From an optimization exercise on the open Yosys and OpenROAD flow, aimed at small area; shortcuts taken in it are not production practice. In this exercise RTL edits were held to simulation tests only and were not proved equivalent to the original. No activity file was given, so power comes from the tool's default toggle rates.

File: flow/design.v
module BCDtoSSeg (BCD, SSeg);
  input [4:0] BCD;
  output reg [0:6] SSeg;
always @ ( * ) begin
  case (BCD)
   5'd0: SSeg = 7'b0000001; 	 
	5'd1: SSeg = 7'b1001111; 	 
	5'd2: SSeg = 7'b0010010; 	 
	5'd3: SSeg = 7'b0000110; 	 
	5'd4: SSeg = 7'b1001100; 	 
	5'd5: SSeg = 7'b0100100; 	 
	5'd6: SSeg = 7'b0100000; 	 
	5'd7: SSeg = 7'b0001111; 	 
	5'd8: SSeg = 7'b0000000; 	 
	5'd9: SSeg = 7'b0001100; 	 
   5'd10: SSeg = 7'b1001000;   
   5'd11: SSeg = 7'b0001001;	 
   5'd12: SSeg = 7'b0000100;	 
   5'd13: SSeg = 7'b0100100;	 
   5'd14: SSeg = 7'b1110001;	 
   5'd15: SSeg = 7'b0011000;	 
   5'd16: SSeg = 7'b1100000;   
   5'd17: SSeg = 7'b1110000;	 
   5'd18: SSeg = 7'b0111000;	 
   5'd19: SSeg = 7'b1000001;	 
   5'd20: SSeg = 7'b1001111;	 
   5'd21: SSeg = 7'b1000010;	 
   5'd22: SSeg = 7'b0110000;	 
   5'd23: SSeg = 7'b0001000;	 
   default:
   SSeg = 7'b1111110;
  endcase
end
endmodule
`timescale 1ns / 1ps
module display_hex(
    input [39:0] num,
    input clk,
    output [0:6] sseg,
    output reg [7:0] an,
	 input rst
    );
reg [4:0]bcd;
BCDtoSSeg bcdtosseg(.BCD(bcd), .SSeg(sseg));
reg [26:0] cfreq;
wire enable;
assign enable = (cfreq[6:0] == 7'b0111111);
always @(posedge clk or negedge rst) begin
  if(!rst) begin
		cfreq <= 0;
	end else begin
		cfreq <=cfreq+1;
	end
end
reg [2:0] count;
always @(posedge clk or negedge rst) begin
		if(!rst) begin
			count<= 0;
			an<=8'b11111111;
			bcd<=0;
		end else if (enable) begin 
			count<= count + 1;
			case (count) 
				3'h0: begin bcd <= num[4:0];   	an<=8'b11111110; end 
				3'h1: begin bcd <= num[9:5];   	an<=8'b11111101; end 
				3'h2: begin bcd <= num[14:10];  	an<=8'b11111011; end 
				3'h3: begin bcd <= num[19:15]; 	an<=8'b11110111; end 
				3'h4: begin bcd <= num[24:20];   an<=8'b11101111; end 
				3'h5: begin bcd <= num[29:25];   an<=8'b11011111; end 
				3'h6: begin bcd <= num[34:30];  	an<=8'b10111111; end 
				3'h7: begin bcd <= num[39:35]; 	an<=8'b01111111; end 
			endcase
		end
end
endmodule
module spi_master(
   input clk,                	 
   input reset,              	 
   input [7:0] data_in,      	 
   input start,              	 
   input [15:0] div_factor,    
   input  miso,          		 
	input cmd,
   output reg mosi,            
   output reg sclk,          	 
   output reg ce,            	 
   output reg [7:0] data_out,  
   output reg busy,          	 
   output reg avail,  			 
	output reg dc,
	output reg lcd_rst			 
);
   reg [7:0] shift_reg;
   reg [3:0] bit_count;
   reg [15:0] clk_count;
	reg active;
	always @(posedge clk or posedge reset) begin
	  if (reset) begin
			lcd_rst <= 0;
			mosi <= 0;
			dc <= 0;
			sclk <= 0;
			ce <= 1;
			shift_reg <= 0;
			bit_count <= 0;
			clk_count <= 0;
			active <= 0;
			busy <= 0;
			avail <= 0;
	  end else if (start && !active) begin
			lcd_rst <= 1;
			active <= 1;
			busy <= 1;
			avail <= 0;
			ce <= 0;
			dc <= cmd;
			shift_reg <= data_in;
			bit_count <= 7;
	  end else if (active) begin
			mosi <= shift_reg[7];
			if (clk_count < div_factor - 1) begin
				 clk_count <= clk_count + 1;
			end else begin
				 clk_count <= 0;
				 sclk <= !sclk;
				 if (!sclk) begin
						mosi <= shift_reg[7];
				 end else begin
					  if (bit_count > 0) begin
							bit_count <= bit_count - 1;
							shift_reg <= {shift_reg[6:0], miso};
					  end else begin
							data_out <= shift_reg;
							ce <= 1;
							active <= 0;
							busy <= 0;
							avail <= 1;
					  end
				 end
			end
	  end
	end
endmodule
module FSM_pet (
	input clk,                	 
   input reset,              	 
	input [2:0] face,
	input [2:0] icon,
	output mosi,                
   output sclk,          		 
   output ce,           		 
	output dc,					 
	output lcd_rst
);
   reg [7:0] data_in;
	reg start;
	reg cmd;
	wire [25:0] div_factor = 31; 
	reg [7:0] initline[0:5];
	reg [7:0] cmdline[0:5];
	reg [7:0] dataline[0:15];
	reg [7:0] iconline[0:7];
	reg [5:0] initindex;
	reg [5:0] cmdindex;
	reg [5:0] dataindex;
	reg [5:0] iconindex;
	reg [8:0] count;
	reg [8:0] line;
	reg [3:0] state;
   wire busy;
   wire avail;
	parameter INIT = 4'h0, WIPE = 4'h1, WAIT = 4'h2, DRAWPET = 4'h3, DRAWICON = 4'h4;
	spi_master spi (
       .clk(clk),
       .reset(~reset),
       .data_in(data_in),
       .start(start),
       .miso(1'b0),
       .div_factor(div_factor),
		 .cmd(cmd),
       .mosi(mosi),
       .sclk(sclk),
       .ce(ce),
       .data_out(data_out),
       .busy(busy),
       .avail(avail),
		 .dc(dc),
		 .lcd_rst(lcd_rst)
   );
   always @(posedge clk) begin
		 if (~reset) begin
           start <= 0;
			  cmdindex <= 0;
			  dataindex <= 0;	  
			  initindex <= 0;
			  iconindex <= 0;
			  state <= 0;
			  count <= 0;
			  line <= 0;
			  cmd <= 0;
			  data_in <= 0;
			  initline[0] <= 8'h21;
			  initline[1] <= 8'h90;
			  initline[2] <= 8'h20;
			  initline[3] <= 8'h0C;
			  initline[4] <= 8'h80;
			  initline[5] <= 8'h00;
			  cmdline[0] <= 8'hA0;			
			  cmdline[1] <= 8'h42;
			  cmdline[2] <= 8'hA0;	
			  cmdline[3] <= 8'h41;
			  cmdline[4] <= 8'hA4;	
			  cmdline[5] <= 8'h44;
       end else begin
			case(state)
				INIT: begin  
							case(count)
								0:	begin  
										start <= 1; 
										cmd <= 0;
										if (avail) begin
											count <= 1;
										end
									end
								1: begin
										data_in <= initline[initindex];
										if (avail) begin
											if (initindex < 5) begin
												initindex <= initindex + 1;
											end else begin
												state <= 1;
												initindex <= 0;
												count <= 0;
											end
										end
									end
								endcase
							end
		WIPE: begin  
					case(count)
						0: begin
								cmd <= 1;
								data_in <= 8'h0; 
								if (avail) begin
									if (line <= 510) begin 
										line <= line + 1;
									end else begin 
										state <= 2;
										line <= 0;
									end
								end
							end			
					endcase
				end
		WAIT: begin
						case (face)
							0: begin
										  dataline[0] <= 8'b00001110;
										  dataline[1] <= 8'b00010001;
									  	  dataline[2] <= 8'b01100000;
										  dataline[3] <= 8'b10000100;
										  dataline[4] <= 8'b10110010;
										  dataline[5] <= 8'b10000010;	
										  dataline[6] <= 8'b01100011; 
										  dataline[7] <= 8'b00100011; 
										  dataline[8] <= 8'b00001111; 
										  dataline[9] <= 8'b00010001;	
										  dataline[10] <= 8'b10100001;
										  dataline[11] <= 8'b10101110;
										  dataline[12] <= 8'b01000001;
										  dataline[13] <= 8'b00001001; 
										  dataline[14] <= 8'b00000110;	 
										  dataline[15] <= 8'b00000010; 
										end
							1: 	begin
										  dataline[0] <= 8'b00001110;
										  dataline[1] <= 8'b00010001;
									  	  dataline[2] <= 8'b01100000;
										  dataline[3] <= 8'b10000100;
										  dataline[4] <= 8'b10110110;
										  dataline[5] <= 8'b10000101;	
										  dataline[6] <= 8'b01100101; 
										  dataline[7] <= 8'b00100101;
										  dataline[8] <= 8'b00001111; 
										  dataline[9] <= 8'b00010001;	
										  dataline[10] <= 8'b10100001;
										  dataline[11] <= 8'b10101110;
										  dataline[12] <= 8'b01000001;
										  dataline[13] <= 8'b00001001; 
										  dataline[14] <= 8'b00000110;	 
										  dataline[15] <= 8'b00000010; 
										end
							2: 		begin
										  dataline[0] <= 8'b00001110;
										  dataline[1] <= 8'b00010001;
									  	  dataline[2] <= 8'b01100000;
										  dataline[3] <= 8'b10010010;
										  dataline[4] <= 8'b10110100;
										  dataline[5] <= 8'b10000100;	
										  dataline[6] <= 8'b01100111; 
										  dataline[7] <= 8'b00100101; 
										  dataline[8] <= 8'b00001111; 
										  dataline[9] <= 8'b00010001;	
										  dataline[10] <= 8'b10100001;
										  dataline[11] <= 8'b10101110;
										  dataline[12] <= 8'b01000001;
										  dataline[13] <= 8'b00001001; 
										  dataline[14] <= 8'b00000110;	 
										  dataline[15] <= 8'b00000010; 
										end
							3: 	begin
										  dataline[0] <= 8'b00001110;
										  dataline[1] <= 8'b00010001;
									  	  dataline[2] <= 8'b01100000;
										  dataline[3] <= 8'b10010000;
										  dataline[4] <= 8'b10001000;
										  dataline[5] <= 8'b10010000;	
										  dataline[6] <= 8'b01100000; 
										  dataline[7] <= 8'b00100001; 
										  dataline[8] <= 8'b00001111; 
										  dataline[9] <= 8'b00010001;	
										  dataline[10] <= 8'b10100001;
										  dataline[11] <= 8'b10101110;
										  dataline[12] <= 8'b01000001;
										  dataline[13] <= 8'b00001001; 
										  dataline[14] <= 8'b00000110;	 
										  dataline[15] <= 8'b00000010;
										end
							4: 	begin
										  dataline[0] <= 8'b00001110;
										  dataline[1] <= 8'b00010001;
									  	  dataline[2] <= 8'b01100000;
										  dataline[3] <= 8'b10010000;
										  dataline[4] <= 8'b10111000;
										  dataline[5] <= 8'b10010000;	
										  dataline[6] <= 8'b01100011; 
										  dataline[7] <= 8'b00100100; 
										  dataline[8] <= 8'b00001111; 
										  dataline[9] <= 8'b00010001;	
										  dataline[10] <= 8'b10100001;
										  dataline[11] <= 8'b10101110;
										  dataline[12] <= 8'b01000001;
										  dataline[13] <= 8'b00001001; 
										  dataline[14] <= 8'b00000110;	 
										  dataline[15] <= 8'b00000010; 
										end
							5: 	begin
										  dataline[0] <= 8'b00000000;
										  dataline[1] <= 8'b00000000;
										  dataline[2] <= 8'b00000011;	
										  dataline[3] <= 8'b00001100;
										  dataline[4] <= 8'b00010010;
										  dataline[5] <= 8'b00100001;	
										  dataline[6] <= 8'b00100010; 
										  dataline[7] <= 8'b00100000; 
										  dataline[8] <= 8'b00000111; 
										  dataline[9] <= 8'b00001001;	
										  dataline[10] <= 8'b11111111;
										  dataline[11] <= 8'b00000001;
										  dataline[12] <= 8'b10000001;
										  dataline[13] <= 8'b00011001; 
										  dataline[14] <= 8'b10100001;	 
										  dataline[15] <= 8'b00100001; 
										end
						endcase
						case (icon)			
							0: 	begin
										  iconline[0] <= 8'b00000000; 
										  iconline[1] <= 8'b00110010;	
										  iconline[2] <= 8'b00101010;
										  iconline[3] <= 8'b00100110;
										  iconline[4] <= 8'b00000000;
										  iconline[5] <= 8'b11001000; 
										  iconline[6] <= 8'b10101000;	 
										  iconline[7] <= 8'b10011000;  
										end
							1: 	begin
										  iconline[7] <= 8'b00011100; 
										  iconline[6] <= 8'b00100010;	
										  iconline[5] <= 8'b00100001;
										  iconline[4] <= 8'b01110001;
										  iconline[3] <= 8'b10010001;
										  iconline[2] <= 8'b10100001; 
										  iconline[1] <= 8'b00100010;	 
										  iconline[0] <= 8'b00011100; 
										end
							2: 	begin
										  iconline[7] <= 8'b01111100; 
										  iconline[6] <= 8'b10010010;	
										  iconline[5] <= 8'b01010001;
										  iconline[4] <= 8'b00010001;
										  iconline[3] <= 8'b00010001;
										  iconline[2] <= 8'b00010001; 
										  iconline[1] <= 8'b00010010;	 
										  iconline[0] <= 8'b00011100;  
										end
							3: 	begin
										  iconline[7] <= 8'b00000010; 
										  iconline[6] <= 8'b00000111;	
										  iconline[5] <= 8'b11111110;
										  iconline[4] <= 8'b10000000;
										  iconline[3] <= 8'b10000000;
										  iconline[2] <= 8'b10000010; 
										  iconline[1] <= 8'b10000111;	 
										  iconline[0] <= 8'b11111110;
										end
							4: 	begin
										  iconline[7] <= 8'b01111110; 
										  iconline[6] <= 8'b10000001;	
										  iconline[5] <= 8'b11111111;
										  iconline[4] <= 8'b00011000;
										  iconline[3] <= 8'b00011000;
										  iconline[2] <= 8'b11111111; 
										  iconline[1] <= 8'b10000001;	 
										  iconline[0] <= 8'b01111110; 
										end
							5: 	begin
										  iconline[7] <= 8'b00000000; 
										  iconline[6] <= 8'b00000000;	
										  iconline[5] <= 8'b00000000;
										  iconline[4] <= 8'b00000000;
										  iconline[3] <= 8'b00000000;
										  iconline[2] <= 8'b00000000; 
										  iconline[1] <= 8'b00000000;	 
										  iconline[0] <= 8'b00000000; 
										end
						endcase
						state <= 3;
				end
		DRAWPET: begin  
						case(count)
							0:	begin
									cmd <= 0;
									cmdindex <= 0;
									if (avail) begin
										count <= 1;
									end
								end
							1: begin
									data_in <= cmdline[cmdindex];
									if (avail) begin
										if (cmdindex < 1) begin
											cmdindex <= cmdindex + 1;
										end else begin
											count <= 2;
											dataindex <= 0;
											cmd <= 1;
										end
									end
								end
							2: begin
									data_in <= dataline[dataindex];
									if (avail) begin
										if (dataindex < 7) begin
											dataindex <= dataindex + 1;
										end else begin
											count <= 3;
											cmd <= 1;
											dataindex <= 7;
										end
									end
								end
							3: begin
									data_in <= dataline[dataindex];
									if (avail) begin
										if (dataindex > 0) begin
											dataindex <= dataindex - 1;
										end else begin
											count <= 4;
											cmd <= 0;
											cmdindex <= 2;
										end
									end
								end
							4: begin
									data_in <= cmdline[cmdindex];
									if (avail) begin
										if (cmdindex < 3) begin
											cmdindex <= cmdindex + 1;
										end else begin
											count <= 5;
											dataindex <= 8;
											cmd <= 1;
										end
									end
								end
							5: begin
									data_in <= dataline[dataindex];
									if (avail) begin
										if (dataindex < 15) begin
											dataindex <= dataindex + 1;
										end else begin
											count <= 6;
											cmd <= 1;
											dataindex <= 15;
										end
									end
								end
							6: begin
									data_in <= dataline[dataindex];
									if (avail) begin
										if (dataindex > 8) begin
											dataindex <= dataindex - 1;
										end else begin
											state <= 4;
											count <= 0;
											cmd <= 0;
										end
									end
								end
							endcase
						end
		DRAWICON: 	begin  
							case(count)
							0:	begin
									cmd <= 0;
									cmdindex <= 4;
									iconindex <= 0;
									if (avail) begin
										count <= 1;
									end
								end
							1: begin
									data_in <= cmdline[cmdindex];
									if (avail) begin
										if (cmdindex < 5) begin
											cmdindex <= cmdindex + 1;
										end else begin
											count <= 2;
											cmd <= 1;
										end
									end
								end
							2: begin
									data_in <= iconline[iconindex];
									if (avail) begin
										if (iconindex < 7) begin
											iconindex <= iconindex + 1;
										end else begin
											count <= 0;
											cmd <= 0;
											state <= 2;
										end
									end
								end
							endcase
						end
			endcase
       end
   end
endmodule
module buzzer(
    input clk,
    input reset,
    input trigger,
    output reg buzzer_out
);
    parameter CLK_FREQ = 50_000_000;   
    parameter DURATION = 1;            
    reg [31:0] counter;
    reg trigger_prev;
    reg active;
    wire trigger_posedge = trigger & ~trigger_prev;
    always @(posedge clk or negedge reset) begin
        if (~reset) begin
            counter <= 0;
            trigger_prev <= 0;
            active <= 0;
            buzzer_out <= 1;   
        end else begin
            trigger_prev <= trigger;
            if (trigger_posedge) begin
                active <= 1;
                counter <= 0;
                buzzer_out <= 0;   
            end else if (active) begin
                if (counter < CLK_FREQ * DURATION - 1) begin
                    counter <= counter + 1;
                end else begin
                    active <= 0;
                    buzzer_out <= 1;   
                end
            end
        end
    end
endmodule
module debounce #(parameter COUNT_BOT=50000)(
	input reset,
	input clk,
	input boton_in,
	output reg boton_out
);
reg [$clog2(COUNT_BOT)-1:0] counter;
always @(posedge clk) begin
	if (~reset)begin
		counter <=0;
		boton_out<=~boton_in;
	end else begin
		if (boton_in==boton_out) begin
			counter <= counter+1;			
		end else begin
			counter<=0;			
		end
		if (boton_in==0 && counter==COUNT_BOT)begin
	 			boton_out<=1;
				counter<=0;
		end
		if (boton_in==1 && counter==COUNT_BOT/100+1)begin
	 			boton_out<=0;
				counter<=0;
		end
	end
end	
endmodule
module i2c_master ( 
    input wire clk,
    input wire reset_n,
    input wire sync_reset,
    input wire internal_clk,
    input wire [7:0] data_in,
    output reg [7:0] data_out,
    input wire read_enable,
    input wire write_enable,
    output reg nack,
    output reg queued,
    output reg data_valid,
    output reg stop,
    output reg [2:0] status,
    input wire scl_in,
    output reg scl_out,
    input wire sda_in,
    output reg sda_out
);
    parameter DEVICE_ADDRESS = 8'h68;
    parameter IDLE = 5'b00000,
              START = 5'b00001,
              SEND_BIT = 5'b00010,
              WAIT_SCL_HIGH = 5'b00011,
              WAIT_SCL_LOW = 5'b00100,
              CHECK_ACK = 5'b00101,
              CHECK_ACK_HIGH = 5'b00110,
              CHECK_ACK_LOW = 5'b00111,
              WRITE = 5'b01000,
              PREP_STOP = 5'b01001,
              STOP = 5'b01010,
              READ = 5'b01011,
              RECEIVE_BIT = 5'b01100,
              RD_SCL_HIGH = 5'b01101,
              RD_SCL_LOW = 5'b01110,
              SEND_ACK = 5'b01111,
              SEND_ACK_HIGH = 5'b10000,
              SEND_ACK_LOW = 5'b10001,
              RESTART = 5'b10010;
    reg [4:0] state, next_state;
    reg [3:0] counter, next_counter;
    reg [7:0] shift;
    reg nack_detected;
    reg sda_in_q, sda_in_qq;
    always @(*) begin
        next_counter = counter + 1;
    end
    always @(posedge clk or negedge reset_n) begin
        if (!reset_n) begin
            sda_in_q <= 1'b1;
            sda_in_qq <= 1'b1;
        end else if (clk) begin
            sda_in_q <= sda_in;
            sda_in_qq <= sda_in_q;
        end
    end
    always @(posedge clk or negedge reset_n) begin
        if (!reset_n) begin
            status <= 3'b000;
            state <= IDLE;
            scl_out <= 1'b1;
            sda_out <= 1'b1;
            nack <= 1'b0;
            queued <= 1'b0;
            data_valid <= 1'b0;
            data_out <= 8'b0;
            counter <= 4'b0;
            nack_detected <= 1'b0;
            shift <= 8'b0;
            stop <= 1'b0;
        end else if (clk) begin
            if (sync_reset) begin
                state <= IDLE;
            end else begin
                case (state)
                    IDLE: begin
                        status <= 3'b000;
                        scl_out <= 1'b1;
                        sda_out <= 1'b1;
                        nack <= 1'b0;
                        queued <= 1'b0;
                        data_valid <= 1'b0;
                        data_out <= 8'h01;
                        counter <= 4'b0;
                        stop <= 1'b0;
                        if (internal_clk) begin
                            if (write_enable || read_enable) begin
                                state <= START;
                            end
                        end
                    end
                    START: begin
                        status <= 3'b001;
                        scl_out <= 1'b1;
                        sda_out <= 1'b0;
                        nack <= 1'b0;
                        queued <= 1'b0;
                        stop <= 1'b0;
                        data_valid <= 1'b0;
                        if (internal_clk) begin
                            scl_out <= 1'b0;
                            counter <= 4'b0000;
                            shift[7:1] <= DEVICE_ADDRESS[6:0];
                            if (write_enable) begin
                                shift[0] <= 1'b0;
                                next_state <= WRITE; 
                            end else begin
                                shift[0] <= 1'b1;
                                next_state <= READ;
                            end
                            state <= SEND_BIT;
                        end
                    end
                    SEND_BIT: begin
                        if (internal_clk) begin
                            status <= 3'b010;
                            scl_out <= 1'b0;
                            sda_out <= shift[7];
                            shift[7:1] <= shift[6:0];
                            counter <= next_counter; 
                            nack <= 1'b0;
                            queued <= 1'b0;
                            stop <= 1'b0;
                            data_valid <= 1'b0;
                            state <= WAIT_SCL_HIGH;
                        end
                    end
                    WAIT_SCL_HIGH: begin
                        if (internal_clk) begin
                            nack <= 1'b0;
                            queued <= 1'b0;
                            data_valid <= 1'b0;
                            scl_out <= 1'b1;
                            state <= WAIT_SCL_LOW;
                        end
                    end
                    WAIT_SCL_LOW: begin
                        if (internal_clk) begin
                            nack <= 1'b0;
                            queued <= 1'b0;
                            stop <= 1'b0;
                            data_valid <= 1'b0;
                            scl_out <= 1'b0;
                            if (counter[3]) begin
                                state <= CHECK_ACK;
                            end else begin
                                state <= SEND_BIT;
                            end
                        end
                    end
                    CHECK_ACK: begin
                        if (internal_clk) begin
                            status <= 3'b011;
                            sda_out <= 1'b1;
                            nack <= 1'b0;
                            queued <= 1'b0;
                            stop <= 1'b0;
                            data_valid <= 1'b0;
                            scl_out <= 1'b0;
                            state <= CHECK_ACK_HIGH;    
                        end
                    end
                    CHECK_ACK_HIGH: begin
                        if (internal_clk) begin
                            nack <= 1'b0;
                            queued <= 1'b0;
                            stop <= 1'b0;
                            scl_out <= 1'b1;
                            nack_detected <= (sda_in_qq == 1'b1) ? 1'b1 : 1'b0;
                            state <= CHECK_ACK_LOW;    
                        end
                    end
                    CHECK_ACK_LOW: begin
                        if (internal_clk) begin
                            nack <= 1'b0;
                            queued <= 1'b0;
                            stop <= 1'b0;
                            data_valid <= 1'b0;
                            scl_out <= 1'b0;
                            state <= next_state;
                        end
                    end
                    WRITE: begin
                        if (nack_detected) begin
                            nack <= 1'b1;
                            scl_out <= 1'b0;
                            if (internal_clk) begin
                                nack_detected <= 1'b0;
                                sda_out <= 1'b0;
                                state <= PREP_STOP;
                            end
                        end else begin
                            if (write_enable) begin
                                shift <= data_in;
                                counter <= 4'b0000;
                                queued <= 1'b1;
                                data_valid <= 1'b0;
                                state <= SEND_BIT;
                            end else if (read_enable) begin    
                                scl_out <= 1'b0;
                                sda_out <= 1'b1;
                                if (internal_clk) begin
                                    state <= RESTART;
                                end
                            end else begin
                                scl_out <= 1'b0;
                                if (internal_clk) begin
                                    sda_out <= 1'b0;
                                    state <= PREP_STOP;
                                end
                            end
                        end
                    end
                    RESTART: begin
                        if (internal_clk) begin
                            state <= IDLE;
                        end
                    end
                    READ: begin
                        if (nack_detected) begin
                            nack <= 1'b1;
                            scl_out <= 1'b0;
                            if (internal_clk) begin
                                nack_detected <= 1'b0;
                                sda_out <= 1'b0;
                                state <= PREP_STOP;
                            end
                        end else begin
                            if (read_enable) begin
                                shift <= 8'b0;
                                counter <= 4'b0000;
                                queued <= 1'b1;
                                state <= RECEIVE_BIT;
                            end else if (write_enable) begin    
                                scl_out <= 1'b0;
                                sda_out <= 1'b1;
                                if (internal_clk) begin
                                    state <= IDLE;
                                end
                            end else begin
                                scl_out <= 1'b0;
                                if (internal_clk) begin
                                    sda_out <= 1'b0;
                                    state <= PREP_STOP;
                                end
                            end
                        end
                    end
                    RECEIVE_BIT: begin
                        if (internal_clk) begin
                            status <= 3'b101;
                            sda_out <= 1'b1;
                            scl_out <= 1'b0;
                            counter <= next_counter; 
                            nack <= 1'b0;
                            queued <= 1'b0;
                            stop <= 1'b0;
                            data_valid <= 1'b0;
                            state <= RD_SCL_HIGH;
                        end
                    end
                    RD_SCL_HIGH: begin
                        if (internal_clk) begin
                            nack <= 1'b0;
                            queued <= 1'b0;
                            stop <= 1'b0;
                            data_valid <= 1'b0;
                            scl_out <= 1'b1;
                            shift[7:1] <= shift[6:0];
                            shift[0] <= sda_in_qq;
                            state <= RD_SCL_LOW;
                        end
                    end
                    RD_SCL_LOW: begin
                        if (internal_clk) begin
                            nack <= 1'b0;
                            queued <= 1'b0;
                            stop <= 1'b0;
                            data_valid <= 1'b0;
                            scl_out <= 1'b0;
                            if (counter[3]) begin
                                state <= SEND_ACK;
                            end else begin
                                state <= RECEIVE_BIT;
                            end
                        end
                    end
                    SEND_ACK: begin
                        if (internal_clk) begin
                            status <= 3'b110;
                            sda_out <= (read_enable) ? 1'b0 : 1'b1;
                            data_out <= shift;
                            nack <= 1'b0;
                            queued <= 1'b0;
                            stop <= 1'b0;
                            data_valid <= 1'b1;
                            scl_out <= 1'b0;
                            state <= SEND_ACK_HIGH;
                        end
                    end
                    SEND_ACK_HIGH: begin
                        if (internal_clk) begin
                            nack <= 1'b0;
                            queued <= 1'b0;
                            stop <= 1'b0;
                            data_valid <= 1'b0;
                            scl_out <= 1'b1;
                            state <= SEND_ACK_LOW;
                        end
                    end
                    SEND_ACK_LOW: begin
                        if (internal_clk) begin
                            nack <= 1'b0;
                            queued <= 1'b0;
                            stop <= 1'b0;
                            data_valid <= 1'b0;
                            scl_out <= 1'b0;
                            state <= READ;
                        end
                    end
                    PREP_STOP: begin
                        if (internal_clk) begin
                            status <= 3'b111;
                            stop <= 1'b1;
                            scl_out <= 1'b1;
                            sda_out <= 1'b0;
                            nack <= 1'b0;
                            state <= STOP;
                        end
                    end
                    STOP: begin
                        if (internal_clk) begin
                            scl_out <= 1'b1;
                            sda_out <= 1'b1;
                            state <= IDLE;
                        end
                    end
                    default: state <= IDLE;
                endcase
            end
        end
    end
endmodule
module mpu6050_controller (
    input wire clk,
    input wire reset_n,
    input wire internal_clk,
    output reg sync_reset,
    output reg [7:0] data_out,
    output reg read_enable,
    output reg write_enable,
    input wire queued,
    input wire nack,
    input wire stop,
    input wire data_valid,
    input wire [7:0] data_in,
    output reg [3:0] address,
    output reg [7:0] data,
    output reg load,
    output reg completed,
    input wire rescan
);
    localparam IDLE = 3'b000,
               POWER_MGMT_0 = 3'b001,
               POWER_MGMT_1 = 3'b010,
               READ_0 = 3'b011,
               READ_1 = 3'b100,
               STABLE = 3'b101;
    reg [2:0] state;
    reg [3:0] address_internal;
    always @(posedge clk or negedge reset_n) begin
        if (!reset_n) begin
            sync_reset <= 1'b0;
            data_out <= 8'b0;
            read_enable <= 1'b0;
            write_enable <= 1'b0;
            address_internal <= 4'b0;
            load <= 1'b0;
            data <= 8'b11111111;
            completed <= 1'b0;
            state <= IDLE;
        end else begin
            case (state)
                IDLE: begin
                    if (internal_clk) begin
                        sync_reset <= 1'b0;
                        data_out <= 8'b0;
                        read_enable <= 1'b0;
                        write_enable <= 1'b0;
                        address_internal <= 4'b0;
                        load <= 1'b0;
                        data <= 8'b11111111;
                        completed <= 1'b0;
                        state <= POWER_MGMT_0;
                    end
                end
                POWER_MGMT_0: begin
                    if (internal_clk) begin
                        data_out <= 8'h6B;
                        write_enable <= 1'b1;
                        read_enable <= 1'b0;
                        if (queued) begin
                            data_out <= 8'h00;
                            write_enable <= 1'b1;
                            read_enable <= 1'b0;
                            state <= POWER_MGMT_1;
                        end else if (nack) begin
                            state <= IDLE;
                        end
                    end
                end
                POWER_MGMT_1: begin
                    if (internal_clk) begin
                        if (queued) begin
                            data_out <= 8'h00;
                            write_enable <= 1'b0;
                            read_enable <= 1'b0;
                            state <= READ_0;
                        end else if (nack) begin
                            state <= IDLE;
                        end
                    end
                end
                READ_0: begin    
                    if (internal_clk) begin
                        if (stop) begin
                            data_out <= 8'h3B;
                            write_enable <= 1'b1;
                            read_enable <= 1'b0;
                        end else if (queued) begin
                            write_enable <= 1'b0;
                            read_enable <= 1'b1;
                            address_internal <= 4'b0;
                        end else if (data_valid) begin
                            load <= 1'b1;
                            data <= data_in;
                            state <= READ_1;
                        end else if (nack) begin
                            state <= IDLE;
                        end    
                    end
                end
                READ_1: begin
                    if (internal_clk) begin
                        if (data_valid) begin
                            load <= 1'b1;
                            data <= data_in;
                        end else if (queued) begin
                            address_internal <= address_internal + 1;
                            if (address_internal == 4'b1100) begin
                                write_enable <= 1'b0;
                                read_enable <= 1'b0;
                            end else begin
                                write_enable <= 1'b0;
                                read_enable <= 1'b1;
                            end
                        end else if (stop) begin
                            state <= STABLE;
                        end else begin
                            load <= 1'b0;
                        end
                    end
                end
                STABLE: begin
                    completed <= 1'b1;
                    if (internal_clk) begin
                        if (rescan) begin
                            state <= IDLE;
                        end
                    end
                end
            endcase
        end
    end
    always @* begin
        address = address_internal;
    end
endmodule
module movement_detect (
    input wire clk,
    input wire reset_n,
    input wire internal_clk,
    input wire completed,
    output reg rescan,
    input wire [7:0] x_reg,
    output reg movement
);
    function [7:0] magnitude;
        input [7:0] a;
        reg [7:0] ret;
        begin
            if (a[7] == 1'b1) begin
                ret = ~a + 1'b1;
            end else begin
                ret = a;
            end
            magnitude = ret;
        end
    endfunction
    wire [7:0] x_magnitude = magnitude(x_reg);
    wire x_greater = (x_magnitude > 80) ? 1'b1 : 1'b0;
    wire active = x_greater;
    always @(posedge clk or negedge reset_n) begin
        if (!reset_n) begin
            movement <= 1'b1;
            rescan <= 1'b0;
        end else begin
            if (internal_clk) begin
                if (completed) begin
                    movement <= 1'b0;
                    if (active) begin
                        movement <= ~x_reg[7];
                    end
                    rescan <= 1'b1;
                end else begin
                    rescan <= 1'b0;
                end
            end
        end
    end
endmodule
module mpu6050_interface (
    input wire clk,
    input wire reset_n,
    input wire sda_i,
    output wire sda_o,
    output wire scl_o,
    output wire movement
);
    wire internal_clk;
    wire sync_reset;
    wire [7:0] data_out;
    wire read_enable;
    wire write_enable;
    wire queued;
    wire nack;
    wire stop;
    wire data_valid;
    wire [7:0] data_in;
    wire [3:0] address;
    wire [7:0] data;
    wire load;
    wire completed;
    wire rescan;
    wire [2:0] status;
    wire scl_in;
    wire scl_out;
    wire sda_in;
    wire sda_out;
    reg [7:0] counter;
    reg [7:0] x_reg;
    mpu6050_controller mpu6050_ctrl (
        .clk(clk),
        .reset_n(reset_n),
        .internal_clk(internal_clk),
        .sync_reset(sync_reset),
        .data_out(data_in),
        .read_enable(read_enable),
        .write_enable(write_enable),
        .queued(queued),
        .nack(nack),
        .stop(stop),
        .data_valid(data_valid),
        .data_in(data_out),
        .address(address),
        .data(data),
        .load(load),
        .completed(completed),
        .rescan(rescan)
    );
    i2c_master #(.DEVICE_ADDRESS(8'h68)) i2c_master (
        .clk(clk),
        .reset_n(reset_n),
        .sync_reset(sync_reset),
        .internal_clk(internal_clk),
        .data_in(data_in),
        .data_out(data_out),
        .read_enable(read_enable),
        .write_enable(write_enable),
        .nack(nack),
        .queued(queued),
        .data_valid(data_valid),
        .stop(stop),
        .status(status),
        .scl_in(scl_in),
        .scl_out(scl_out),
        .sda_in(sda_in),
        .sda_out(sda_out)
    );
    movement_detect detector (
        .clk(clk),
        .reset_n(reset_n),
        .internal_clk(internal_clk),
        .completed(completed),
        .rescan(rescan),
        .x_reg(x_reg),
        .movement(movement)
    );
    assign internal_clk = counter[7] & counter[5];
    always @(posedge clk or negedge reset_n) begin
        if (!reset_n) begin
            counter <= 8'b0;
        end else if (internal_clk) begin
            counter <= 8'b0;
        end else begin
            counter <= counter + 1;
        end
    end
    always @(posedge clk or negedge reset_n) begin
        if (!reset_n) begin
            x_reg <= 8'b0;
        end else if (internal_clk && load) begin
            case (address)
                4'h0: x_reg <= data;
            endcase
        end
    end
    assign scl_o = scl_out;
    assign scl_in = scl_o;
    assign sda_o = sda_out;
    assign sda_in = sda_i;
endmodule
module tamagotchi (
    input clk,
    input reset,
    input b2, b3, b4,
    input light_sensor,
    input sound_sensor,
    input sda_i,
    output scl_o,
    output sda_o,
    output mosi,
    output sclk,
    output ce,
    output dc,
    output lcd_rst,
    output [0:6] sseg,
    output [7:0] an,
    output test_led,
    output buzzer_out
);
    localparam SLEEP = 3'd0, FOOD = 3'd1, BATH = 3'd2, MUSIC = 3'd3, EXERCISE = 3'd4, DEAD = 3'd5;
	 wire movement;
	 mpu6050_interface mpu6050 (
	 .clk(clk),
	 .reset_n(reset),
	 .sda_i(sda_i),
	 .sda_o(sda_o),
	 .scl_o(scl_o),
	 .movement(movement)
	 );
    wire b2_deb, b3_deb, b4_deb, movement_deb;
    debounce #(1500) b2_debounce (.reset(reset), .clk(clk), .boton_in(b2), .boton_out(b2_deb));
    debounce #(1500) b3_debounce (.reset(reset), .clk(clk), .boton_in(b3), .boton_out(b3_deb));
    debounce #(1500) b4_debounce (.reset(reset), .clk(clk), .boton_in(b4), .boton_out(b4_deb));
    debounce #(15000) movement_debounce (.reset(reset), .clk(clk), .boton_in(movement), .boton_out(movement_deb));
    reg [2:0] sleep_state, food_state, bath_state, music_state, exercise_state, health_state;
    reg [2:0] current, face;
    reg [27:0] test_timer, face_timer, sleep_hold_timer, music_hold_timer;
    reg sleep_hold_active, music_hold_active, sound_detected;
    reg test_mode;
    assign test_led = !test_mode;
    localparam ONE_SECOND = 50_000;   
    localparam SLEEP_TIME = 180;   
    localparam FOOD_TIME = 60;   
    localparam BATH_TIME = 120;   
    localparam MUSIC_TIME = 90;   
    localparam EXERCISE_TIME = 150;  
    localparam HOLD_TIME = 5 * ONE_SECOND;     
    localparam FACE_TIME = 2 * ONE_SECOND;     
    reg [27:0] second_counter;
    reg [7:0] sleep_timer, food_timer, bath_timer, music_timer, exercise_timer;
    FSM_pet pet_display (
        .clk(clk),
        .reset(reset),
        .face(face),
        .icon(current),
        .mosi(mosi),
        .sclk(sclk),
        .ce(ce),
        .dc(dc),
        .lcd_rst(lcd_rst)
    );
    reg [39:0] display_data;
    display_hex seg_display (
        .num(display_data),
        .clk(clk),
        .sseg(sseg),
        .an(an),
        .rst(reset)
    );
	 reg buzzer_trigger;
	 buzzer #(
        .CLK_FREQ(50_000),
        .DURATION(1)
    ) buzzer_inst (
        .clk(clk),
        .reset(reset),
        .trigger(buzzer_trigger),
        .buzzer_out(buzzer_out)
    );
    always @(*) begin
        case (current)
            SLEEP:   display_data = {5'd13, 5'd14, 5'd15, 2'b0, sleep_state[2:0], 5'd10, 5'd14, 5'd17, 2'b0, health_state[2:0]};
            FOOD:    display_data = {5'd10, 5'd11, 5'd12, 2'b0, food_state[2:0], 5'd10, 5'd14, 5'd17, 2'b0, health_state[2:0]};
            BATH:    display_data = {5'd16, 5'd17, 5'd10, 2'b0, bath_state[2:0], 5'd10, 5'd14, 5'd17, 2'b0, health_state[2:0]};
            MUSIC:   display_data = {5'd18, 5'd19, 5'd11, 2'b0, music_state[2:0], 5'd10, 5'd14, 5'd17, 2'b0, health_state[2:0]};
            EXERCISE: display_data = {5'd18, 5'd20, 5'd17, 2'b0, exercise_state[2:0], 5'd10, 5'd14, 5'd17, 2'b0, health_state[2:0]};
            default: display_data = {5'd21, 5'd22, 5'd23, 5'd21, 5'd21, 5'd22, 5'd23, 5'd21};
        endcase
    end
    reg b2_prev, b3_prev, b4_prev, movement_prev;
    wire b2_posedge, b3_posedge, b4_posedge, movement_posedge;
    always @(posedge clk or negedge reset) begin
        if (~reset) begin
            b2_prev <= 0;
            b3_prev <= 0;
            b4_prev <= 0;
				movement_prev <= 0;
        end else begin
            b2_prev <= b2_deb;
            b3_prev <= b3_deb;
				b4_prev <= b4_deb;
				movement_prev <= movement_deb;
        end
    end
    assign b2_posedge = b2_deb & ~b2_prev;
    assign b3_posedge = b3_deb & ~b3_prev;
	 assign b4_posedge = b4_deb & ~b4_prev;
	 assign movement_posedge = movement_deb & ~movement_prev;
    always @(posedge clk or negedge reset) begin
        if (~reset) begin
            second_counter <= 0;
            sleep_state <= 3'd7;
            food_state <= 3'd7;
            bath_state <= 3'd7;
            music_state <= 3'd7;
            exercise_state <= 3'd7;
            health_state <= 3'd7;
            current <= SLEEP;
            face <= 0;
            test_mode <= 0;
            test_timer <= 0;
            sleep_timer <= 0;
            food_timer <= 0;
            bath_timer <= 0;
            music_timer <= 0;
            exercise_timer <= 0;
            face_timer <= 0;
            sleep_hold_timer <= 0;
            sleep_hold_active <= 0;
            music_hold_timer <= 0;
            music_hold_active <= 0;
            sound_detected <= 0;
				buzzer_trigger <= 0;
        end else begin
				buzzer_trigger <= 0;
            if (second_counter < ONE_SECOND - 1) begin
                second_counter <= second_counter + 1;
            end else begin
                second_counter <= 0;
                sleep_timer <= sleep_timer + 1;
                food_timer <= food_timer + 1;
                bath_timer <= bath_timer + 1;
                music_timer <= music_timer + 1;
                exercise_timer <= exercise_timer + 1;
            end
            if (sleep_timer >= SLEEP_TIME) begin
                sleep_timer <= 0;
                if (sleep_state == 3'd7) begin
                    sleep_state <= sleep_state - 1;
                    if (health_state < 3'd7) health_state <= health_state + 1;
                end else if (sleep_state > 0) begin
                    sleep_state <= sleep_state - 1;
                end else if (health_state > 0) begin
                    health_state <= health_state - 1;
                end
            end
            if (food_timer >= FOOD_TIME) begin
                food_timer <= 0;
                if (food_state == 3'd7) begin
                    food_state <= food_state - 1;
                    if (health_state < 3'd7) health_state <= health_state + 1;
                end else if (food_state > 0) begin
                    food_state <= food_state - 1;
                end else if (health_state > 0) begin
                    health_state <= health_state - 1;
                end
            end
            if (bath_timer >= BATH_TIME) begin
                bath_timer <= 0;
                if (bath_state == 3'd7) begin
                    bath_state <= bath_state - 1;
                    if (health_state < 3'd7) health_state <= health_state + 1;
                end else if (bath_state > 0) begin
                    bath_state <= bath_state - 1;
                end else if (health_state > 0) begin
                    health_state <= health_state - 1;
                end
            end
            if (music_timer >= MUSIC_TIME) begin
                music_timer <= 0;
                if (music_state == 3'd7) begin
                    music_state <= music_state - 1;
                    if (health_state < 3'd7) health_state <= health_state + 1;
                end else if (music_state > 0) begin
                    music_state <= music_state - 1;
                end else if (health_state > 0) begin
                    health_state <= health_state - 1;
                end
            end
            if (exercise_timer >= EXERCISE_TIME) begin
                exercise_timer <= 0;
                if (exercise_state == 3'd7) begin
                    exercise_state <= exercise_state - 1;
                    if (health_state < 3'd7) health_state <= health_state + 1;
                end else if (exercise_state > 0) begin
                    exercise_state <= exercise_state - 1;
                end else if (health_state > 0) begin
                    health_state <= health_state - 1;
                end
            end
            if (b2_deb && current != DEAD) begin
                if (test_timer == HOLD_TIME - 1) begin
                    test_mode <= ~test_mode;
                    test_timer <= 0;
                end else begin
                    test_timer <= test_timer + 1;
                end
            end else begin
                test_timer <= 0;
            end
            if (b2_posedge && test_mode && current != DEAD) begin
                case (current)
                    SLEEP:   	if (sleep_state == 3'd7) begin
											sleep_state <= sleep_state - 1;
											if (health_state < 3'd7) health_state <= health_state + 1;
										end else if (sleep_state > 0) begin
											sleep_state <= sleep_state - 1;
										 end else if (health_state > 0) begin
											health_state <= health_state - 1;
										 end
                    FOOD:    	if (food_state == 3'd7) begin
											food_state <= food_state - 1;
											if (health_state < 3'd7) health_state <= health_state + 1;
										end else if (food_state > 0) begin
											food_state <= food_state - 1;
										 end else if (health_state > 0) begin
											health_state <= health_state - 1;
										 end
                    BATH:    	if (bath_state == 3'd7) begin
											bath_state <= bath_state - 1;
											if (health_state < 3'd7) health_state <= health_state + 1;
										end else if (bath_state > 0) begin
											bath_state <= bath_state - 1;
										 end else if (health_state > 0) begin
											health_state <= health_state - 1;
										 end
                    MUSIC:   	if (music_state == 3'd7) begin
											music_state <= music_state - 1;
											if (health_state < 3'd7) health_state <= health_state + 1;
										end else if (music_state > 0) begin
											music_state <= music_state - 1;
										 end else if (health_state > 0) begin
											health_state <= health_state - 1;
										 end
                    EXERCISE: if (exercise_state == 3'd7) begin
											exercise_state <= exercise_state - 1;
											if (health_state < 3'd7) health_state <= health_state + 1;
										end else if (exercise_state > 0) begin
											exercise_state <= exercise_state - 1;
										 end else if (health_state > 0) begin
											health_state <= health_state - 1;
										 end
                endcase
            end
            if (b3_posedge && current != DEAD) begin
                case (current)
                    SLEEP: current <= FOOD;
                    FOOD: current <= BATH;
                    BATH: current <= MUSIC;
                    MUSIC: current <= EXERCISE;
                    EXERCISE: current <= SLEEP;
                    default: current <= SLEEP;
                endcase
            end
            if (b4_posedge && current != DEAD) begin
                case (current)
                    FOOD: begin
                        if (food_state < 3'd7) begin
                            food_state <= food_state + 1;
                            face <= 1;
									 buzzer_trigger <= 1;
                            face_timer <= 0;
                        end else if (health_state > 0) begin
                            health_state <= health_state - 1;
                            face <= 2;
									 buzzer_trigger <= 1;
                            face_timer <= 0;
                        end
                    end
                    BATH: begin
                        if (bath_state < 3'd7) begin
                            bath_state <= bath_state + 1;
                            face <= 1;
									 buzzer_trigger <= 1;
                            face_timer <= 0;
                        end else if (health_state > 0) begin
                            health_state <= health_state - 1;
                            face <= 2;
									 buzzer_trigger <= 1;
                            face_timer <= 0;
                        end
                    end
                endcase
            end
            if (current == SLEEP && !sleep_hold_active) begin
                if (b4_posedge && light_sensor) begin
                    face <= 3;
                    sleep_hold_active <= 1;
                    sleep_hold_timer <= 0;
                end
            end
            if (sleep_hold_active) begin
                if (sleep_hold_timer < HOLD_TIME - 1) begin
                    sleep_hold_timer <= sleep_hold_timer + 1;
                end else begin
                    sleep_hold_active <= 0;
                    sleep_hold_timer <= 0;
                    if (sleep_state < 3'd7) begin
                        sleep_state <= sleep_state + 1;
                        face <= 1;
								buzzer_trigger <= 1;
                        face_timer <= 0;
                    end else if (health_state > 0) begin
                        health_state <= health_state - 1;
                        face <= 2;
								buzzer_trigger <= 1;
                        face_timer <= 0;
                    end
                end
            end
            if (current == MUSIC && !music_hold_active) begin
                if (b4_posedge) begin
                    music_hold_active <= 1;
                    music_hold_timer <= 0;
                    sound_detected <= 0;
                end
            end
            if (music_hold_active) begin
                if (music_hold_timer < HOLD_TIME - 1) begin
                    music_hold_timer <= music_hold_timer + 1;
                    if (music_hold_timer >= ONE_SECOND) begin
                        if (sound_sensor == 0 && !sound_detected) begin
                            sound_detected <= 1;
                        end
                    end
                end else begin
                    music_hold_active <= 0;
                    if (sound_detected) begin
                        if (music_state < 3'd7) begin
                            music_state <= music_state + 1;
                            face <= 1;
									 buzzer_trigger <= 1;
                            face_timer <= 0;
                        end else if (health_state > 0) begin
                            health_state <= health_state - 1;
                            face <= 2;
									 buzzer_trigger <= 1;
                            face_timer <= 0;
                        end
                    end
                    music_hold_timer <= 0;
                    sound_detected <= 0;
                end
            end
				if (current == EXERCISE && movement_posedge) begin
                        if (exercise_state < 3'd7) begin
                            exercise_state <= exercise_state + 1;
                            face <= 1;
									 buzzer_trigger <= 1;
                            face_timer <= 0;
                        end else if (health_state > 0) begin
                            health_state <= health_state - 1;
                            face <= 2;
									 buzzer_trigger <= 1;
                            face_timer <= 0;
                        end
                    end
            if (current != DEAD && !sleep_hold_active) begin
                if (face_timer < FACE_TIME - 1) begin
                    face_timer <= face_timer + 1;
                end else if (face != 0) begin
                    if (health_state <= 3) begin
                        face <= 4;
                    end else begin
                        face <= 0;
                    end
                    face_timer <= 0;
                end
            end
            if (current != DEAD && face != 1 && face != 2 && face != 3 && face != 5) begin
                if (health_state <= 3 && face != 4) begin
                    face <= 4;
                end else if (health_state > 3 && face == 4) begin
                    face <= 0;
                end
            end
            if (health_state == 0) begin
                current <= DEAD;
                face <= 5;
            end
        end
    end
endmodule
File: flow/run.sh
#!/bin/bash
# synth_recipe.tcl (not shown) runs the flow's synth.tcl, then flattens the netlist and writes it again
# the make line also repeats each setting of config.mk as NAME=value (left out here)
make -C /OpenROAD-flow-scripts/flow DESIGN_CONFIG=/design/flow/config.mk WORK_HOME=/design/flow/orfs CLKGATE_MAP_FILE= SYNTH_SCRIPT=/design/flow/synth_recipe.tcl finish
File: flow/config.mk
export PLATFORM = sky130hd
export DESIGN_NAME = tamagotchi
export DESIGN_NICKNAME = tamagotchi
export VERILOG_FILES = /design/flow/design.v
export SDC_FILE = /design/flow/constraint.sdc
export NUM_CORES = 4
export LEC_CHECK = 0
export CAP_MARGIN = 20
export CORE_MARGIN = 2
export CORE_UTILIZATION = 40
export PLACE_DENSITY = 0.6
export SLEW_MARGIN = 20
File: flow/constraint.sdc
create_clock -name core_clock -period 20.0 [get_ports {clk}]
set_input_delay 4.0000 -clock core_clock [delete_from_list [all_inputs] [get_ports {clk}]]
set_output_delay 4.0000 -clock core_clock [all_outputs]
set_load 0.01 [all_outputs]
==> run notes <==
Yosys cell counts, drive strengths merged, types with 13 or more instances:
library cell  instances
nor2                483
dfrtp               339
nand2               329
o21ai               264
a21oi               212
clkbuf              131
nand3               128
inv                 120
dfxtp               102
xor2                 94
ha                   92
xnor2                67
nor3                 66
and2                 63
a31oi                62
edfxtp               60
and3                 58
nand4                50
nor4                 45
dfstp                41
nand2b               41
o22ai                34
buf                  27
nor2b                26
or3                  24
a22oi                23
o211ai               22
a211oi               18
a22o                 18
mux2                 18
or2                  18
mux2i                17
nor3b                17
o21a                 17
a21o                 14
a21boi               13
power by group:
part	total (uW)	switching (uW)	internal (uW)
clock	1180	461	719
combinational	223	136	86.6
sequential	1240	62.4	1180
cells by family after synthesis:
kind of cell | Yosys count | synth area share, %
compound gates | 828 | 17.67
xor+xnor | 161 | 4.811
fa+ha+maj | 94 | 3.996
buf+inv | 283 | 3.710
flops | 542 | 45.73
mux | 36 | 1.349
other cells | 1 | 0.01279
simple gates | 1397 | 22.72
worst reg2reg max path, cell delays in order (launching register included):
cell       delay [ns]
dfstp_2          0.72
inv_1            0.15
ha_1             0.61
nor2b_1          0.29
a32o_1           0.31
a2111oi_4        0.46
a21boi_2         0.24
o21ai_0          0.11
a31oi_1          0.24
o32ai_1          0.17
o31ai_1          0.31
a211oi_1         0.13
a31oi_1          0.18
path summary, 6_finish.rpt:
check,end,from,slack (ns)
max in group asynchronous,food_timer[0]$_DFFE_PN0P_,reset,14.84
min,mpu6050.i2c_master.sda_in_qq$_DFF_PN1_,mpu6050.i2c_master.sda_in_q$_DFF_PN1_,0.36
max,sseg[3],seg_display.bcd[1]$_DFFE_PN0N_,13.45
min in group asynchronous,buzzer_inst.counter[23]$_DFFE_PN0P_,reset,3.25
min reg2reg,mpu6050.i2c_master.sda_in_qq$_DFF_PN1_,mpu6050.i2c_master.sda_in_q$_DFF_PN1_,0.36
max reg2reg,health_state[1]$_DFF_PN1_,health_state[0]$_DFF_PN1_,16.02
through the flow:
| stage | hold WS [ns] | setup WS [ns] | util, % |
|---|---|---|---|
| floorplan | 0.3452 | 13.47 | - |
| global placement | 0.3580 | 13.23 | 41.91 |
| detailed placement | 0.3478 | 13.24 | 41.91 |
| CTS | 0.3650 | 13.38 | 44.86 |
| global route | 0.3677 | 13.20 | 44.89 |
| finish | 0.3623 | 13.45 | 44.89 |
per-layer routing:
layer / global-route usage, % / share of wire (%) / up-vias
met5: 0 / 0 / -
met4: 5.506 / 2.3 / 0
met3: 2.514 / 4.5 / 120
met2: 28.43 / 45 / 587
met1: 25.46 / 48 / 11310
li1: - / - / 11830
final cells by class:
| cell class | count | area (um2) | share of cell area, % |
|---|---|---|---|
| clock inverter | 31 | 374.1 | 1.146 |
| inverter | 125 | 469.2 | 1.437 |
| tap | 959 | 1200 | 3.676 |
| sequential | 542 | 13400 | 41.07 |
| timing repair buffer | 56 | 503.0 | 1.541 |
| multi-input combinational | 2532 | 14920 | 45.71 |
| clock buffer | 85 | 1769 | 5.420 |
cells in the final DEF (no fill, tap or decap), types with 22 or more instances in the layout:
master           synthesis  final
nor2b_1                 26     25
dfxtp_1                102    102
a21oi_1                211    209
and2_1                  61     61
o22ai_1                 34     34
ha_1                    92     92
nand2_1                328    328
dfrtp_1                339    339
a31oi_1                 62     61
inv_1                  120    120
edfxtp_1                60     60
nand2b_1                40     40
nor3_1                  64     62
nand4_1                 50     50
a22oi_1                 22     22
nor4_1                  44     44
buf_4                    0     25
dfstp_2                 41     41
clkbuf_16                0     63
xor2_1                  94     94
nand3_1                127    126
o211ai_1                22     22
or3_1                   24     24
and3_1                  58     58
nor2_1                 482    482
o21ai_0                260    260
clkdlybuf4s50_1          0     30
xnor2_1                 67     67
==> results.py <==
metrics = {
    "clock_network": {
        "clk_latency_ns": 0.63,
        "cts_buffers": 61,
        "root_buffer": "clkbuf_16",
        "cts_hold_buffers": 0,
        "postCtsSetupBuffers": 0,
        "htree_levels": 2,
        "clk_path_buf_depth": 3,
        "clk_pin_slew_worst_paths_ns": 0.06,
        "cts_tree": "built",
        "cts_resized": 0,
        "cts.sinks": 542,
    },
    "yosys": {
        "ys_ff_latch": 542,
        "synthCells": 3342,
        "yosys.cell_types.count": 102,
        "synth.avg_cell_area_um2": 8.770,
        "synth_ff_type": "dfrtp_1",
        "yosysTopAreaCellShare_pct": 28.94,
        "async_reset_ff_share_pct": 70.11,
        "yosys_warnings": 19,
        "yosysTopAreaCell": "dfrtp_1",
        "synth_edf_count": 60,
        "netlist_area_um2": 29310,
        "ys_seq_area_share_pct": 45.73,
        "synthTopCellsByArea": "dfrtp_1 (29%), dfxtp_1 (7.0%), nor2_1 (6.2%)",
    },
    "global_routing": {
        "grt_pass1_wl_mm": 114.4,
        "grt_max_degree": 72,
        "overflow": 0,
        "antenna_found_initial": 0,
        "grt_pass1_vias": 22330,
        "grtUsageTotal_pct": 17.96,
    },
    "sta": {
        "tightest_slew_ns": 0.9590,
        "tns_ns": 0,
        "drv_slew": 0,
        "fin_crit_sh_pct": 32.74,
        "fin_skew_ns": 0.02561,
        "hold_viol": 0,
        "fmax_mhz": 152.7,
        "setup-violations-final": 0,
        "min_period_ns": 6.548,
        "slew_headroom_pct": 35.52,
        "grt_setup_unrepaired": "false",
    },
    "setup_path": {
        "slowest_delay_ns": 0.56,
        "crit_slowest_cell": "clkdlybuf4s50_1",
        "worstPathRequired_ns": 16.00,
        "crit_buf_inv": 2,
        "critPathCaptureType": "primary output",
        "cp_max_fo": 10,
        "r2r_cells": 12,
        "path_class": "reg -> out",
        "crit_chain": "inv_1 -> ha_1 -> nand2_1 -> o21ai_0 -> a2bb2oi_1 -> clkdlybuf4s50_1",
        "path_delay_family": "buffers and inverters",
        "crit_arrival_ns": 2.55,
        "cp-start-kind": "register",
        "worst-path-stages": 6,
    },
    "drt": {
        "routedWlPerCell_um": 15.78,
        "routed_wl_mm": 68.32,
        "drcViolationCount": 0,
        "drt_pass1_iterations": 6,
        "vias": 23840,
        "viasPerCell": 5.506,
        "drtIter0Drc": 1869,
        "ant_nets": 0,
    },
    "floorplanning": {
        "row_count": 99,
        "start_util_pct": 40.31,
        "dieArea_um2": 75450,
        "core_area_um2": 72710,
        "io_pins": 32,
        "die_w_um": 274.7,
        "die_y_um": 274.7,
    },
    "power": {
        "peakVddDrop_mv": 0.08009,
        "total_power_uw": 2643,
        "power.density_nw_per_um2": 80.99,
        "p_leak_uw": 0.01337,
    },
    "place": {
        "gp_congestion": 0.8841,
        "dpl.hpwl_mm": 46.06,
        "dp_cells": 4214,
        "port_buffers": 31,
        "dpl-instance-area_um2": 30480,
    },
    "job": {
        "max_cap_viol_count": 0,
    },
    "final_layout": {
        "final_cells": 4330,
        "area_delta_synth_final_pct": 11.36,
        "fin_area_um2": 32640,
        "fin_nets": 3418,
        "reg.largest.list": "buzzer_inst.counter: 32 flops, pet_display.iconline: 29 flops",
        "num-fill-cells": 6970,
        "max_flop_register": "buzzer_inst.counter",
        "antenna_cells": 0,
        "drive_above_1_share_pct": 7.179,
        "largest_reg_flops": 32,
    },
    "worst_hold_path": {
        "whs_path_depth": 0,
        "hold_class": "reg -> reg",
    },
    "outcome": {
        "status": "finished clean",
    },
}

==> static timing again, ports no longer ideal <==
In the flow no input, the clock included, has a driving cell. The finished layout below was timed again as built, in two steps. Step 1 assumes that a clkbuf_16 drives the clock port and a buf_2 every other input. Step 2 also shifts input and output timing later by t, the mid clock arrival at the registers, as if the neighbouring blocks saw the same clock. Slacks: ideal ports / drivers / drivers and shift; pairs: ideal ports / drivers.
t, ns: 0.681
setup WS [ns]: 13.452 / 13.392 / 13.504
worst setup path at the end: input to register
After both steps this run still meets setup and hold. For this run, drivers alone change the setup slack by -0.060 ns; drivers and shift together by +0.052 ns.
